This is an optimization exercise on Yosys and OpenROAD, whose aim is small area, not a production implementation.
Only simulation tests tie the RTL to the original design; equivalence was not proved.
The flow treats the clock pin as an ideal source, which a real chip does not have.
Power figures rest on the tool's default switching activity, not on a simulated workload.

`flow/flow/run.sh`:
```
#!/bin/bash
# Standard ORFS layout (standard.sh, with the standard flow's synthesis script), with these changes:
#  - ports are buffered with the smallest buffer, sky130_fd_sc_hd__buf_1;
#  - CTS uses small clock buffers, larger sink clusters and no dummy loads;
set -euo pipefail
here=$(pwd)
rm -rf "$here/scripts_local"
cp -r "$FLOW_HOME/scripts" "$here/scripts_local"
cp "$here/flow/abc_area.script" "$here/scripts_local/abc_area.script"
export SCRIPTS_DIR="$here/scripts_local"
export BUFFER_PORTS_ARGS="-buffer_cell sky130_fd_sc_hd__buf_1"
export CTS_ARGS="-sink_clustering_enable -repair_clock_nets -dont_use_dummy_load -buf_list {sky130_fd_sc_hd__clkbuf_4} -sink_clustering_size 30"
# the platform's don't-use list, plus the large buffers
platform_dont_use=$(make -s -C "$FLOW_HOME" DESIGN_CONFIG="$here/config.mk" WORK_HOME="$here/orfs" print-DONT_USE_CELLS | sed -n 's/^DONT_USE_CELLS: //p')
[[ -n "$platform_dont_use" ]]
dont_use="$platform_dont_use sky130_fd_sc_hd__buf_6 sky130_fd_sc_hd__buf_8 sky130_fd_sc_hd__buf_12 sky130_fd_sc_hd__buf_16 sky130_fd_sc_hd__bufbuf_8 sky130_fd_sc_hd__bufbuf_16"
bash standard.sh "DONT_USE_CELLS=$dont_use" finish > standard.log 2>&1
```
`flow/flow/abc_area.script`:
```
&get -n
&st
&syn2
&dch -f
&nf -p -F 10 -A 10 -a -R 1000
&put
topo
dnsize -c
```
`flow/constraint.sdc`:
```
create_clock -name core_clock -period 5.0 [get_ports {pclk}]
set_input_delay 1.0000 -clock core_clock [delete_from_list [all_inputs] [get_ports {pclk}]]
set_output_delay 1.0000 -clock core_clock [all_outputs]
set_load 0.01 [all_outputs]
```
`flow/design.v`:
```
module top
(
    input               pclk,
    input               presetn,
    input   [31 : 0]    paddr,
    input   [31 : 0]    pwdata,
    input               psel,
    input               pwrite,
    input               penable,
    output  [31 : 0]    prdata
);
  localparam [31:0] RST1 = 32'h5A5A_5555;
  localparam [31:0] RST2 = 32'h1234_9876;
  localparam [31:0] RST3 = 32'hA5A5_0000;
  localparam [31:0] RST4 = 32'h0000_FFFF;
  reg [3:0]  cntrl;
  reg [31:0] reg1;
  reg [31:0] reg2;
  reg [31:0] reg3;
  reg [31:0] reg4;
  reg [3:0]  wrt;
  reg [2:0]  rsel;
  wire       hit = (paddr[31:5] == 27'd0) && (paddr[1:0] == 2'd0);
  wire [2:0] idx = paddr[4:2];
  wire       wr  = psel && penable && pwrite && hit;
  always @(posedge pclk) begin
    if (!presetn) begin
      cntrl <= 4'h0;
      wrt   <= 4'h0;
    end else if (wr) begin
      case (idx)
        3'd0: cntrl  <= pwdata[3:0];
        3'd1: wrt[0] <= 1'b1;
        3'd2: wrt[1] <= 1'b1;
        3'd3: wrt[2] <= 1'b1;
        3'd4: wrt[3] <= 1'b1;
        default: ;
      endcase
    end
  end
  always @(posedge pclk) if (wr && idx == 3'd1) reg1 <= pwdata;
  always @(posedge pclk) if (wr && idx == 3'd2) reg2 <= pwdata;
  always @(posedge pclk) if (wr && idx == 3'd3) reg3 <= pwdata;
  always @(posedge pclk) if (wr && idx == 3'd4) reg4 <= pwdata;
  always @(posedge pclk) begin
    if (psel && penable) begin
      rsel[2] <= hit && (idx >= 3'd1) && (idx <= 3'd4);
      rsel[1] <= (idx == 3'd3) || (idx == 3'd4);
      rsel[0] <= hit ? ((idx == 3'd0) || (idx == 3'd2) || (idx == 3'd4)) : 1'b0;
    end
  end
  wire       s0 = (rsel == 3'b001);
  wire [3:0] s;
  assign s[0] = (rsel == 3'b100);
  assign s[1] = (rsel == 3'b101);
  assign s[2] = (rsel == 3'b110);
  assign s[3] = (rsel == 3'b111);
  wire [3:0] sv = s & wrt;
  wire [3:0] rv = s & ~wrt;
  wire [31:0] rd = ({32{sv[0]}} & reg1) | ({32{sv[1]}} & reg2)
                 | ({32{sv[2]}} & reg3) | ({32{sv[3]}} & reg4)
                 | ({32{rv[0]}} & RST1) | ({32{rv[1]}} & RST2)
                 | ({32{rv[2]}} & RST3) | ({32{rv[3]}} & RST4)
                 | {28'h0, {4{s0}} & cntrl};
  assign prdata = rd;
endmodule
```
`flow/config.mk`:
```
export PLATFORM = sky130hd
export DESIGN_NAME = top
export DESIGN_NICKNAME = top
export VERILOG_FILES = /design/flow/design.v
export SDC_FILE = /design/flow/constraint.sdc
export NUM_CORES = 4
export LEC_CHECK = 0
export ABC_AREA = 1
export CAP_MARGIN = 20
export CORE_MARGIN = 2
export CORE_UTILIZATION = 40
export SLEW_MARGIN = 20
```
`flow/standard.sh`:
```
#!/bin/bash
# synth_recipe.tcl (not shown) runs the flow's synth.tcl, then flattens the netlist and writes it again
# the make line also repeats each setting of config.mk as NAME=value (left out here)
make -C /OpenROAD-flow-scripts/flow DESIGN_CONFIG=/design/flow/config.mk WORK_HOME=/design/flow/orfs CLKGATE_MAP_FILE= SYNTH_SCRIPT=/design/flow/synth_recipe.tcl "${@:-finish}"
```
==> impl_results.md, run 1 <==
- Status: timing/DRC/antenna clean
- Port bufs: 100
- Longest Clk Path Bufs: 2
- Sw Share: 0.207
- Die width: 116 um
- Worst-Skew Late Latency: 0.49 ns
- #FFs+latches synth: 139
- Sequential group share of total power: 0.693
- Commonest non-fill, non-tap cells in the layout: edfxtp_1, buf_1, nand2_1, a222oi_1, clkbuf_4
- Met3 routed WL: 625 um
- Drt initial violations: 264
- Synth top area cells: edfxtp_1, a222oi_1, dfxtp_1
- Largest net degree at the start of global routing: 34
- First-pass GRT wire length: 17.3 mm
- Critical Path Sink Type: output port
- Slew @ Worst Pin: 1.05 ns
- Cts bufs inserted: 17
- Avg Cell Area, Syn: 17.0 um^2
- Critical Path RT: 4.00 ns
- Register area share after synthesis: 0.811
- Metal2 WL: 5.52 mm
- Met1 Wirelength: 4.89 mm
- Syn Std Cell Area: 0.00505 mm^2
- Syn nets: 366
- Worst Path Max Fanout: 18
- Slew headroom: 0.299
- Hpwl dp: 6.94 mm
- Synth warn: 1
- Internal power: 1460 uW
- Hold WS: 0.492 ns
- Gr ovfl total: 0
- Startpoint types: flip-flop
- Fmax: 0.270 GHz
- Fillers: 1107
- Share of layout cells above drive strength 1: 0.0775
- Drt drc: 0
- Fin. Hold Viols: 0
- Leakage power: 0.00181 uW
- Net switching power: 381 uW
- CTS H-tree lvls: 4
- Post-synth cell types: 23
- Hold Path Depth: 1
- Vias: 3193
- CP arrival: 2.71 ns
- Initial Util: 0.405
- Path depth of the worst reg2reg path: 1
- Final net count: 497
- CTS Sinks: 139
- Final Wtd Congestion: 0.793
- RSZ-0062 raised after global routing: false
- Setup bufs post-CTS: 0
- GR Util All Layers: 0.176
- Vias/cell: 5.34
- Final max-slew violation count: 0
- DR pass1 iterations: 7
- CTS Hold Bufs: 0
- Clock power frac: 0.256
- Cell area power density: 312 mW/mm^2
- Comb pwr share: 0.051
- Site row count: 41
- Hold crit path type: flip-flop to flip-flop
- Antenna violations before repair: 0
- Worst Skew: 0 ns
- Setup TNS: 0 ns
- Number of global-route vias before repair: 3136
- MaxCap Viol Count: 0
- Clock slew at reported path FFs: 0.10 ns
- Antenna Nets Post-Route: 0
- Mapped Cells: 297
- Final setup viols: 0
- CTS tree: yes
- DR WL/cell: 18.6 um
- CTS Root Cell: clkbuf_4
- WL final: 11.1 mm
- Tcrit/Tclk final: 0.741
- Die outline height: 116 um
- Most common cell after layout, fill and taps aside: edfxtp_1
- Period minus WS final: 3.71 ns
- Max rail drop VDD: 0.000186 V
- N_diodes: 0
- Post-cts sizing count: 0
- Core Area: 0.0125 mm^2
- Yosys top cell area share: 0.779
- WS Path Type: flip-flop to output port
- Die ar.: 0.0135 mm^2
- Synth area leader: edfxtp_1
- Area delta synth->final: 16.6%
- Top Layer Used: met4
- Io pins: 101
==> power by group through the flow <==
stage	Combinational (uW)	Clock, uW	Sequential [uW]
after detailed placement	95.8	0	1300
final	94.5	471	1270
after global placement	93.7	0	1300
after global routing	107	538	1270
after floorplan	36.6	0	1300
after CTS	96.3	488	1270
==> flip-flops by register name (all words and copies together), names as in the netlist <==
signal  count
reg3       32
reg2       32
reg4       32
wrt         4
rsel        3
reg1       32
cntrl       4
==> area by class of cell <==
type	instances	area, um^2	area share
Clock buffer	17	128	0.0217
Tap cell	172	215	0.0366
Sequential cell	139	4090	0.696
Multi-Input combinational cell	158	1010	0.172
Timing Repair Buffer	112	434	0.0738
==> cells by family (layout without fill, tap and decap cells) <==
group	count (synthesis)	after routing	synth area share
XOR/XNOR	1	1	0.00174
buffers and inverters	0	129	0
AND/OR/NAND/NOR	94	94	0.0890
AO/OA/AOI/OAI	63	63	0.0982
flip-flops	139	139	0.811
==> path summary, 6_finish.rpt <==
kind                 from        end  slack, ns
setup / recovery  rsel[1]  prdata[7]       1.29
hold / removal     wrt[3]     wrt[3]       0.49
setup reg to reg   wrt[0]     wrt[0]       4.38
hold reg to reg    wrt[3]     wrt[3]       0.49
==> worst max-delay path, cell delays in order, from the launching register on <==
cell and delay, ns:
edfxtp_1 0.54, nand2_1 0.13, nor3b_2 0.20, buf_1 0.75, a222oi_1 0.26, nand2_1 0.16
buf_1 0.17
==> layer usage <==
layer	vias up	GRT usage
met5	-	0
met4	0	0.0619
met3	8	0.0509
met2	109	0.289
met1	1571	0.224
li1	1505	-
==> cells in the mapped netlist <==
library cell    n
nand3b_1        1
a221oi_1        1
edfxtp_1      131
nor4b_1         3
nand3_1        15
o21ai_0         4
nand4_1         4
nor4_1          7
a2111oi_0       1
a21oi_1        16
and2_0          1
o21a_1          4
nor2b_1         1
nor3b_1         3
nor2_1         18
a222oi_1       28
nand2_1        34
nor3_1          5
or2_0           1
xor2_1          1
nor4bb_1        1
a22oi_1         9
dfxtp_1         8
==> stage by stage <==
step	power [uW]	setup slack [ns]	util	area, um^2	cells
floorplan	1340	-0.678	-	5050	297
global placement	1390	1.61	0.462	5760	581
detailed placement	1400	1.51	0.462	5760	581
CTS	1860	1.12	0.472	5880	598
global route	1920	1.07	0.472	5890	598
finish	1840	1.29	0.472	5890	598
==> inputs of run 2 (changes only) <==
--- a/flow/design.v
+++ b/flow/design.v
@@ -45,15 +45,13 @@
   always @(posedge pclk) begin
     if (psel && penable) begin
-      rsel[2] <= hit && (idx >= 3'd1) && (idx <= 3'd4);
-      rsel[1] <= (idx == 3'd3) || (idx == 3'd4);
-      rsel[0] <= hit ? ((idx == 3'd0) || (idx == 3'd2) || (idx == 3'd4)) : 1'b0;
+      rsel <= !hit ? 3'b111 : idx;
     end
   end
-  wire       s0 = (rsel == 3'b001);
+  wire       s0 = (rsel == 3'b000);
   wire [3:0] s;
-  assign s[0] = (rsel == 3'b100);
-  assign s[1] = (rsel == 3'b101);
-  assign s[2] = (rsel == 3'b110);
-  assign s[3] = (rsel == 3'b111);
+  assign s[0] = (rsel == 3'b001);
+  assign s[1] = (rsel == 3'b010);
+  assign s[2] = (rsel == 3'b011);
+  assign s[3] = (rsel == 3'b100);
   wire [3:0] sv = s & wrt;
   wire [3:0] rv = s & ~wrt;
--- a/flow/flow/run.sh
+++ b/flow/flow/run.sh
@@ -3,4 +3,8 @@
 #  - ports are buffered with the smallest buffer, sky130_fd_sc_hd__buf_1;
 #  - CTS uses small clock buffers, larger sink clusters and no dummy loads;
+#  - the floorplan step removes synthesis buffers (there are none) instead of
+#    running repair_timing, which upsized gates against wire-load-model slews
+#    of the high-fanout enable nets that placement then buffers anyway.
+# Each tool's output is in orfs/logs; make's output is in standard.log.
 set -euo pipefail
 here=$(pwd)
@@ -15,3 +19,3 @@
 [[ -n "$platform_dont_use" ]]
 dont_use="$platform_dont_use sky130_fd_sc_hd__buf_6 sky130_fd_sc_hd__buf_8 sky130_fd_sc_hd__buf_12 sky130_fd_sc_hd__buf_16 sky130_fd_sc_hd__bufbuf_8 sky130_fd_sc_hd__bufbuf_16"
-bash standard.sh "DONT_USE_CELLS=$dont_use" finish > standard.log 2>&1
+bash standard.sh "DONT_USE_CELLS=$dont_use" REMOVE_ABC_BUFFERS=1 finish > standard.log 2>&1
==> run 2 against run 1 <==
Net effect: still clean on timing, DRC and antenna; total power decreased by 0.98%; clock-buffer cell count stayed put; setup slack worse by 0.10 ns; combinational power decreased by 14%; wire length is 2.0% lower; global-route usage shrank 0.51 points; die area decreased by 0.24%; non-clock buffer count is 2 lower; cell count decreased by 1.5%; final area decreased by 0.45%; critical path type unchanged; critical endpoint is now prdata[28].
==> impl_results.md, run 2 <==
- Status: timing/DRC/antenna clean
- Worst Skew: 0 ns (unchanged)
- Critical path endpoint: prdata[28]
- Tcrit/Tclk final: 0.761 (+0.0199)
- Synth top area cells: edfxtp_1, a222oi_1, dfxtp_1
- Antenna violations before repair: 0 (unchanged)
- RSZ-0062 raised after global routing: false
- PnR worst setup slack: 1.19 ns (-0.0998 ns)
- Worst-Skew Late Latency: 0.47 ns (-0.02 ns)
- Site row count: 40 (-2.4%)
- Post-synth ARST share: 0 (unchanged)
- Io pins: 101 (unchanged)
- FF-to-FF setup slack: 4.38 ns (about the same)
- Vias/cell: 5.35 (+0.19%)
- Post-synth EDFFs: 131 (unchanged)
- CTS tree: yes
- Synth area leader: edfxtp_1
- Clock slew at reported path FFs: 0.08 ns (-0.02 ns)
- Top cells by count, synth: edfxtp_1, nand2_1, a222oi_1
- Top-count cell post-synth: edfxtp_1
- Post-Place Worst Slack: 1.32 ns (-0.183 ns)
- Leakage power: 0.00182 uW (+0.75%)
- Final max-slew violation count: 0 (unchanged)
- Setup TNS: 0 ns (unchanged)
- Most common cell after layout, fill and taps aside: edfxtp_1
- First-pass GRT wire length: 16.7 mm (-3.5%)
- DR WL/cell: 18.5 um (-0.52%)
- DP Area: 0.00572 mm^2 (-0.67%)
- Internal power: 1450 uW (-0.22%)
- Setup bufs post-CTS: 0 (unchanged)
- Max rail drop VDD: 0.000170 V (-8.6%)
- Final setup viols: 0 (unchanged)
- CTS Hold Bufs: 0 (unchanged)
- #FFs+latches synth: 139 (unchanged)
- CTS Root Cell: clkbuf_4
- Share of layout cells above drive strength 1: 0.0713 (-0.00621)
- N_diodes: 0 (unchanged)
- Worst r2r src: wrt[0]
- Fin. Hold Viols: 0 (unchanged)
- MaxCap Viol Count: 0 (unchanged)
- Die outline height: 116 um (-0.12%)
- Worst Path Max Fanout: 19 (+1)
- Die ar.: 0.0135 mm^2 (-0.24%)
- Mapped Cells: 294 (-1.0%)
- Total chip power: 1820 uW (-0.98%)
- Synth warn: 1 (unchanged)
- Drt initial violations: 281 (+6.4%)
- Drt drc: 0 (unchanged)
- Hold crit path type: flip-flop to flip-flop
- Final net count: 492 (-1.0%)
- Slew headroom: 0.353 (+0.0538)
- Gr ovfl total: 0 (unchanged)
- Largest net degree at the start of global routing: 34 (unchanged)
- Sequential group share of total power: 0.700 (+0.007)
- CTS Sinks: 139 (unchanged)
- Startpoint types: flip-flop
- Sw Share: 0.201 (-0.00608)
- Cell area power density: 311 mW/mm^2 (-0.54%)
- CP arrival: 2.81 ns (+0.10 ns)
- Reg-to-reg endpoint: wrt[0]
- Syn Std Cell Area: 0.00503 mm^2 (-0.25%)
- Hpwl dp: 6.53 mm (-5.8%)
- Core Area: 0.0122 mm^2 (-2.4%)
- Avg Cell Area, Syn: 17.1 um^2 (+0.77%)
- Path depth of the worst reg2reg path: 1 (unchanged)
- Fmax: 0.263 GHz (-2.6%)
- WS Path Type: flip-flop to output port
- Antenna Nets Post-Route: 0 (unchanged)
- Slew @ Worst Pin: 0.957 ns (-0.0914 ns)
- GR Util All Layers: 0.171 (-0.00506)
- Port bufs: 100 (unchanged)
- Post-synth cell types: 21 (-8.7%)
- Area delta synth->final: 16.4%
- Final Wtd Congestion: 0.698 (-12%)
- Commonest non-fill, non-tap cells in the layout: edfxtp_1, buf_1, nand2_1, a222oi_1, clkbuf_4
- Register area share after synthesis: 0.813 (+0.00202)
- Cts bufs inserted: 17 (unchanged)
- Longest Clk Path Bufs: 2 (unchanged)
- Initial Util: 0.414 (+0.00909)
- Die width: 116 um (-0.12%)
- Critical Path Sink Type: output port
- Number of global-route vias before repair: 3149 (+0.41%)
- Post-cts sizing count: 0 (unchanged)
- Clock power frac: 0.256 (about the same)
- CTS H-tree lvls: 4 (unchanged)
- Period minus WS final: 3.81 ns (+0.0997 ns)
- DR pass1 iterations: 6 (-1)
- Yosys top cell area share: 0.781 (+0.00194)
- Comb pwr share: 0.044 (-0.007)
- Predominant post-synthesis flop cell: edfxtp_1
- Net switching power: 367 uW (-3.9%)
- Critical path startpoint: rsel[0]
- Critical Path RT: 4.00 ns (about the same)
- Final instance area: 0.00586 mm^2 (-0.45%)
- Vias: 3151 (-1.3%)
- WL final: 10.9 mm (-2.0%)
-- run 2: changes by cell type after synthesis, moves of 2 or more --
cell	before	now
or3_1	0	3
nand3_1	15	13
a222oi_1	28	30
nand2_1	34	36
and3_1	0	2
nor3b_1	3	0
nor4bb_1	1	3
a22oi_1	9	5
nor3_1	5	3
-- run 2: logic make-up (layout without fill, tap and decap cells) --
| logic type | count (synthesis) | after routing | share of synthesized area |
|---|---|---|---|
| buf+inv | 0 | 127 | 0 |
| flops | 139 | 139 | 0.813 |
| compound gates | 60 | 60 | 0.0947 |
| simple gates | 95 | 95 | 0.0922 |
-- run 2: power groups by stage --
stage	sequential (uW)	clock, uW	combinational (uW)
final	1270	466	80.9
after CTS	1270	481	82.4
after global routing	1270	522	91.8
after global placement	1300	0	79.9
after floorplan	1300	0	29.4
after detailed placement	1300	0	82.0
-- run 2: through the flow --
stage	hold WS (ns)	util	instances
3_3_place_gp	0.464	0.470	571
3_5_place_dp	0.474	0.470	571
4_1_cts	0.492	0.481	588
5_1_grt	0.509	0.482	589
6_report	0.488	0.482	589
2_1_floorplan	0.455	-	294
-- run 2: worst min-delay path by stage --
stage / startpoint / end / cells past startpoint
3_3_place_gp: cntrl[1] / cntrl[1] / 2
5_1_grt: cntrl[3] / cntrl[3] / 2
6_report: cntrl[1] / cntrl[1] / 2
3_5_place_dp: cntrl[1] / cntrl[1] / 2
2_1_floorplan: wrt[1] / wrt[1] / 1
4_1_cts: cntrl[3] / cntrl[3] / 2
-- run 2: worst max-delay path: stages (launching register included) --
cell      delay, ns
edfxtp_1       0.56
nor4bb_4       0.90
buf_4          0.40
a222oi_1       0.13
nand3_1        0.17
buf_1          0.18
-- run 2: area by class of cell --
type | instances | area [um^2]
fillers | 1070 | 6300
repair buffers | 110 | 435
flip-flops and latches | 139 | 4090
multi-input cells | 155 | 992
well taps | 168 | 210
clock buffers | 17 | 128
-- run 2: layer usage --
| layer | vias up | global-route usage | share of wire |
|---|---|---|---|
| met2 | 118 | 0.285 | 0.51 |
| met1 | 1538 | 0.221 | 0.42 |
| met3 | 5 | 0.0436 | 0.067 |
| met4 | 0 | 0.0556 | 0.0054 |
| li1 | 1490 | - | - |
| met5 | - | 0 | 0 |
==> inputs of run 3 (changes only) <==
--- a/flow/flow/run.sh
+++ b/flow/flow/run.sh
@@ -3,4 +3,6 @@
 #  - ports are buffered with the smallest buffer, sky130_fd_sc_hd__buf_1;
 #  - CTS uses small clock buffers, larger sink clusters and no dummy loads;
+#  - logic gates are used only in their smallest sizes, so that repair buffers
+#    a high-fanout net (a 5 um2 buf_2) instead of upsizing its driver;
 #  - the floorplan step removes synthesis buffers (there are none) instead of
 #    running repair_timing, which upsized gates against wire-load-model slews
@@ -18,4 +20,7 @@
 platform_dont_use=$(make -s -C "$FLOW_HOME" DESIGN_CONFIG="$here/config.mk" WORK_HOME="$here/orfs" print-DONT_USE_CELLS | sed -n 's/^DONT_USE_CELLS: //p')
 [[ -n "$platform_dont_use" ]]
-dont_use="$platform_dont_use sky130_fd_sc_hd__buf_6 sky130_fd_sc_hd__buf_8 sky130_fd_sc_hd__buf_12 sky130_fd_sc_hd__buf_16 sky130_fd_sc_hd__bufbuf_8 sky130_fd_sc_hd__bufbuf_16"
-bash standard.sh "DONT_USE_CELLS=$dont_use" REMOVE_ABC_BUFFERS=1 finish > standard.log 2>&1
+dont_use="$platform_dont_use sky130_fd_sc_hd__buf_4 sky130_fd_sc_hd__buf_6 sky130_fd_sc_hd__buf_8 sky130_fd_sc_hd__buf_12 sky130_fd_sc_hd__buf_16 sky130_fd_sc_hd__bufbuf_8 sky130_fd_sc_hd__bufbuf_16"
+for f in a2111o a2111oi a211o a211oi a21bo a21boi a21o a21oi a221o a221oi a222oi a22o a22oi a2bb2o a2bb2oi a311o a311oi a31o a31oi a32o a32oi a41o a41oi and2 and2b and3 and3b and4 and4b and4bb nand2 nand2b nand3 nand3b nand4 nand4b nand4bb nor2 nor2b nor3 nor3b nor4 nor4b nor4bb o2111a o2111ai o211a o211ai o21a o21ai o21ba o21bai o221a o221ai o22a o22ai o2bb2a o2bb2ai o311a o311ai o31a o31ai o32a o32ai o41a o41ai or2 or2b or3 or3b or4 or4b or4bb mux2 mux2i mux4 xor2 xnor2 xor3 xnor3; do
+  for n in 2 4 8; do dont_use="$dont_use sky130_fd_sc_hd__${f}_$n"; done
+done
+bash standard.sh "DONT_USE_CELLS=$dont_use" REMOVE_ABC_BUFFERS=1 "POST_CTS_TCL=$here/flow/postcts.tcl" finish > standard.log 2>&1
==> flow/flow/postcts.tcl (new file) <==
estimate_parasitics -placement
set limit 0.1
set upsized 0
foreach inst [get_cells clkbuf_*] {
  if {[get_property $inst ref_name] ne "sky130_fd_sc_hd__clkbuf_4"} { continue }
  if {[get_name $inst] eq "clkbuf_0_pclk"} { continue }
  set out [get_pins -of_objects $inst -filter "direction == output"]
  set net [get_nets -of_objects $out]
  set worst 0
  foreach p [get_pins -of_objects $net -filter "direction == input"] {
    foreach e {rise fall} {
      set s [get_property $p slew_max_$e]
      if {$s > $worst} { set worst $s }
    }
  }
  if {$worst > $limit} {
    puts "post-cts: [get_name $inst] worst sink slew $worst > $limit, upsizing to clkbuf_8"
    replace_cell $inst sky130_fd_sc_hd__clkbuf_8
    incr upsized
  }
}
puts "post-cts: upsized $upsized clock buffers"
if {$upsized} {
  detailed_placement
  check_placement -verbose
  estimate_parasitics -placement
}
set ms 0
foreach p [all_registers -clock_pins] { foreach e {rise fall} { set s [get_property $p slew_max_$e]; if {$s > $ms} {set ms $s} } }
puts "post-cts: worst flip-flop clock-pin slew $ms"
==> run 3 against run 2 <==
Net effect: clock-buffer cell count unchanged; largest power group unchanged; flip-flop and latch count is the same; global-route usage increased by 0.098 points; fmax down 0.12%; hold slack better by 0.0055 ns; critical endpoint is now prdata[13]; setup slack worse by 0.0046 ns; still clean.
==> impl_results.md, run 3 <==
- Post-synth cell types: 21 (unchanged)
- Complex-gate fraction of the synthesized area: 0.0947 (unchanged)
- Mapped Cells: 294 (unchanged)
- Hold Crit Start: cntrl[1]
- Final Wtd Congestion: 0.736 (+5.4%)
- Clock slew at reported path FFs: 0.09 ns (about the same)
- Antenna Nets Post-Route: 0 (unchanged)
- Drt initial violations: 298 (+6.0%)
- Max rail drop VDD: 0.000215 V (+26%)
- Site row count: 40 (unchanged)
- WS Path Type: flip-flop to output port
- Initial Util: 0.414 (unchanged)
- Fillers: 1090 (+1.9%)
- WL final: 11.1 mm (+1.9%)
- Synthesized-area fraction occupied by adder cells: 0 (unchanged)
- Gr ovfl total: 0 (unchanged)
- Die width: 116 um (unchanged)
- Sw Share: 0.200 (-0.00102)
- XOR/XNOR Fraction of Synth Area: 0 (unchanged)
- Register area share after synthesis: 0.813 (unchanged)
- Slew headroom: 0.386 (+0.0323)
- Worst Path Max Fanout: 20 (+1)
- Worst r2r src: wrt[0]
- Io pins: 101 (unchanged)
- #FFs+latches synth: 139 (unchanged)
- Yosys top cell area share: 0.781 (unchanged)
- Number of global-route vias before repair: 3320 (+5.4%)
- Status: timing/DRC/antenna clean
- Sequential group share of total power: 0.689 (-0.011)
- Simple-gate share of the synthesized area: 0.0922 (unchanged)
- Critical Path Sink Type: output port
- Largest net degree at the start of global routing: 34 (unchanged)
- Vias: 3213 (+2.0%)
- Predominant post-synthesis flop cell: edfxtp_1
- Hpwl dp: 6.95 mm (+6.4%)
- DP Area: 0.00569 mm^2 (-0.46%)
- DR pass1 iterations: 5 (-1)
- Port bufs: 100 (unchanged)
- Final net count: 499 (+1.4%)
- Fin. Hold Viols: 0 (unchanged)
- Die outline height: 116 um (unchanged)
- CP arrival: 2.81 ns (about the same)
- Clock power frac: 0.268 (+0.012)
- Drt drc: 0 (unchanged)
- Proportion of synthesized area in mux cells: 0 (unchanged)
- Syn Std Cell Area: 0.00503 mm^2 (unchanged)
- DR WL/cell: 18.6 um (+0.70%)
- First-pass GRT wire length: 16.7 mm (+0.21%)
- Final max-slew violation count: 0 (unchanged)
- Vias/cell: 5.39 (+0.77%)
- Post-synth EDFFs: 131 (unchanged)
- Critical Path RT: 4.00 ns (about the same)
- CTS Sinks: 139 (unchanged)
- Leakage power: 0.00184 uW (+1.3%)
- Antenna violations before repair: 0 (unchanged)
- N_diodes: 0 (unchanged)
- Worst-Skew Late Latency: 0.51 ns (+0.04 ns)
- GR Util All Layers: 0.172 (+0.000977)
- Synth warn: 1 (unchanged)
- Combinational family with the most area after synthesis: compound AO/OA/AOI/OAI gates
- Fmax: 0.262 GHz (-0.12%)
- Worst Skew: 0 ns (unchanged)
- Commonest non-fill, non-tap cells in the layout: edfxtp_1, buf_1, nand2_1, a222oi_1, nor2_1
- Top-count cell post-synth: edfxtp_1
- Avg Cell Area, Syn: 17.1 um^2 (unchanged)
- Synth top area cells: edfxtp_1, a222oi_1, dfxtp_1
- Period minus WS final: 3.81 ns (+0.00461 ns)
- Area delta synth->final: 16.1%
- Share of layout cells above drive strength 1: 0.0631 (-0.00817)
- Comb pwr share: 0.043 (about the same)
- CTS tree: yes
- Final instance area: 0.00584 mm^2 (-0.28%)
- Internal power: 1480 uW (+1.6%)
- Synth area leader: edfxtp_1
- Slew @ Worst Pin: 0.909 ns (-0.0478 ns)
- Cell area power density: 316 mW/mm^2 (+1.8%)
- Hold crit path type: flip-flop to flip-flop
- Post-synth ARST share: 0 (unchanged)
- Final setup viols: 0 (unchanged)
- Net switching power: 370 uW (+0.99%)
- Die ar.: 0.0135 mm^2 (unchanged)
- MaxCap Viol Count: 0 (unchanged)
- Critical path startpoint: rsel[2]
- Most common cell after layout, fill and taps aside: edfxtp_1
- Tcrit/Tclk final: 0.762 (+0.000922)
- Core Area: 0.0122 mm^2 (unchanged)
- RSZ-0062 raised after global routing: false
- Top cells by count, synth: edfxtp_1, nand2_1, a222oi_1
- Finished Core Util: 0.480 (-0.00134)
- Startpoint types: flip-flop
run 3: cell counts after synthesis:
Identical to the previous run, type by type.
run 3: final timing paths:
kind	endpoint	slack, ns	cells past startpoint
worst min register to register	cntrl[1]	0.49	2
worst max-delay path	prdata[13]	1.19	5
worst min-delay path	cntrl[1]	0.49	2
worst max register to register	wrt[0]	4.38	1
run 3: cell type report:
cell class / instances / area (um^2) / area share
clock buffers: 17 / 146 / 0.0251
repair buffers: 117 / 452 / 0.0773
multi-input cells: 155 / 941 / 0.161
flip-flops and latches: 139 / 4090 / 0.701
well taps: 168 / 210 / 0.0360
run 3: kinds of logic (layout without fill, tap and decap cells):
kind of cell / count (synthesis) / after routing
flops: 139 / 139
simple gates: 95 / 95
compound gates: 60 / 60
buf+inv: 0 / 134
run 3: stage by stage:
step | std cells | power, uW | setup TNS (ns) | setup slack (ns) | hold WS [ns]
6_report | 596 | 1850 | 0 | 1.19 | 0.493
5_1_grt | 596 | 1930 | 0 | 0.939 | 0.511
3_5_place_dp | 578 | 1380 | 0 | 1.35 | 0.475
3_3_place_gp | 578 | 1380 | 0 | 1.51 | 0.464
2_1_floorplan | 294 | 1330 | -31.78 | -0.801 | 0.455
run 3: power by group through the flow:
| stage | clock network, uW | logic (uW) | registers (uW) |
|---|---|---|---|
| floorplan | 0 | 29.4 | 1300 |
| global placement | 0 | 79.6 | 1300 |
| detailed placement | 0 | 81.2 | 1300 |
| global route | 563 | 91.4 | 1270 |
| finish | 495 | 80.3 | 1270 |
run 3: worst max-delay path: stages (launching register included):
cell and delay (ns):
edfxtp_1 0.50, and4b_1 0.89, buf_2 0.44, a222oi_1 0.17, nand2_1 0.14, buf_1 0.18
run 3: per-layer routing:
metal,GRT usage,wire (um),vias to the layer above
li1,-,-,1511
met1,0.207,4650,1573
met2,0.287,5580,116
met3,0.0659,746,13
met4,0.0540,135,0
met5,0,0,-

separate check: timing with driven ports:
How much do the figures lean on ideal ports? The routed layouts below were timed once more, with nothing changed but the port constraints. Step 1, drivers: a clkbuf_16 drives pclk and a buf_2 each remaining input, both assumed. Step 2 also shifts input and output timing later by t, the mid clock arrival at the registers, as if the neighbouring blocks saw the same clock. a / b / c = ideal / step 1 / step 2; a / b = the first two.
run | shift t [ns] | setup slack, ns | worst setup path after step 2 | worst register clock-pin slew, ns | pins driven straight from the clock port
run 1 | 0.522 | 1.294 / 1.263 / 1.521 | input to register | 0.12 / 0.12 | 1
run 2 | 0.502 | 1.194 / 1.161 / 1.482 | input to register | 0.13 / 0.13 | 1
run 3 | 0.530 | 1.190 / 1.158 / 1.400 | input to register | 0.10 / 0.10 | 1
After both steps every run listed still meets setup and hold.
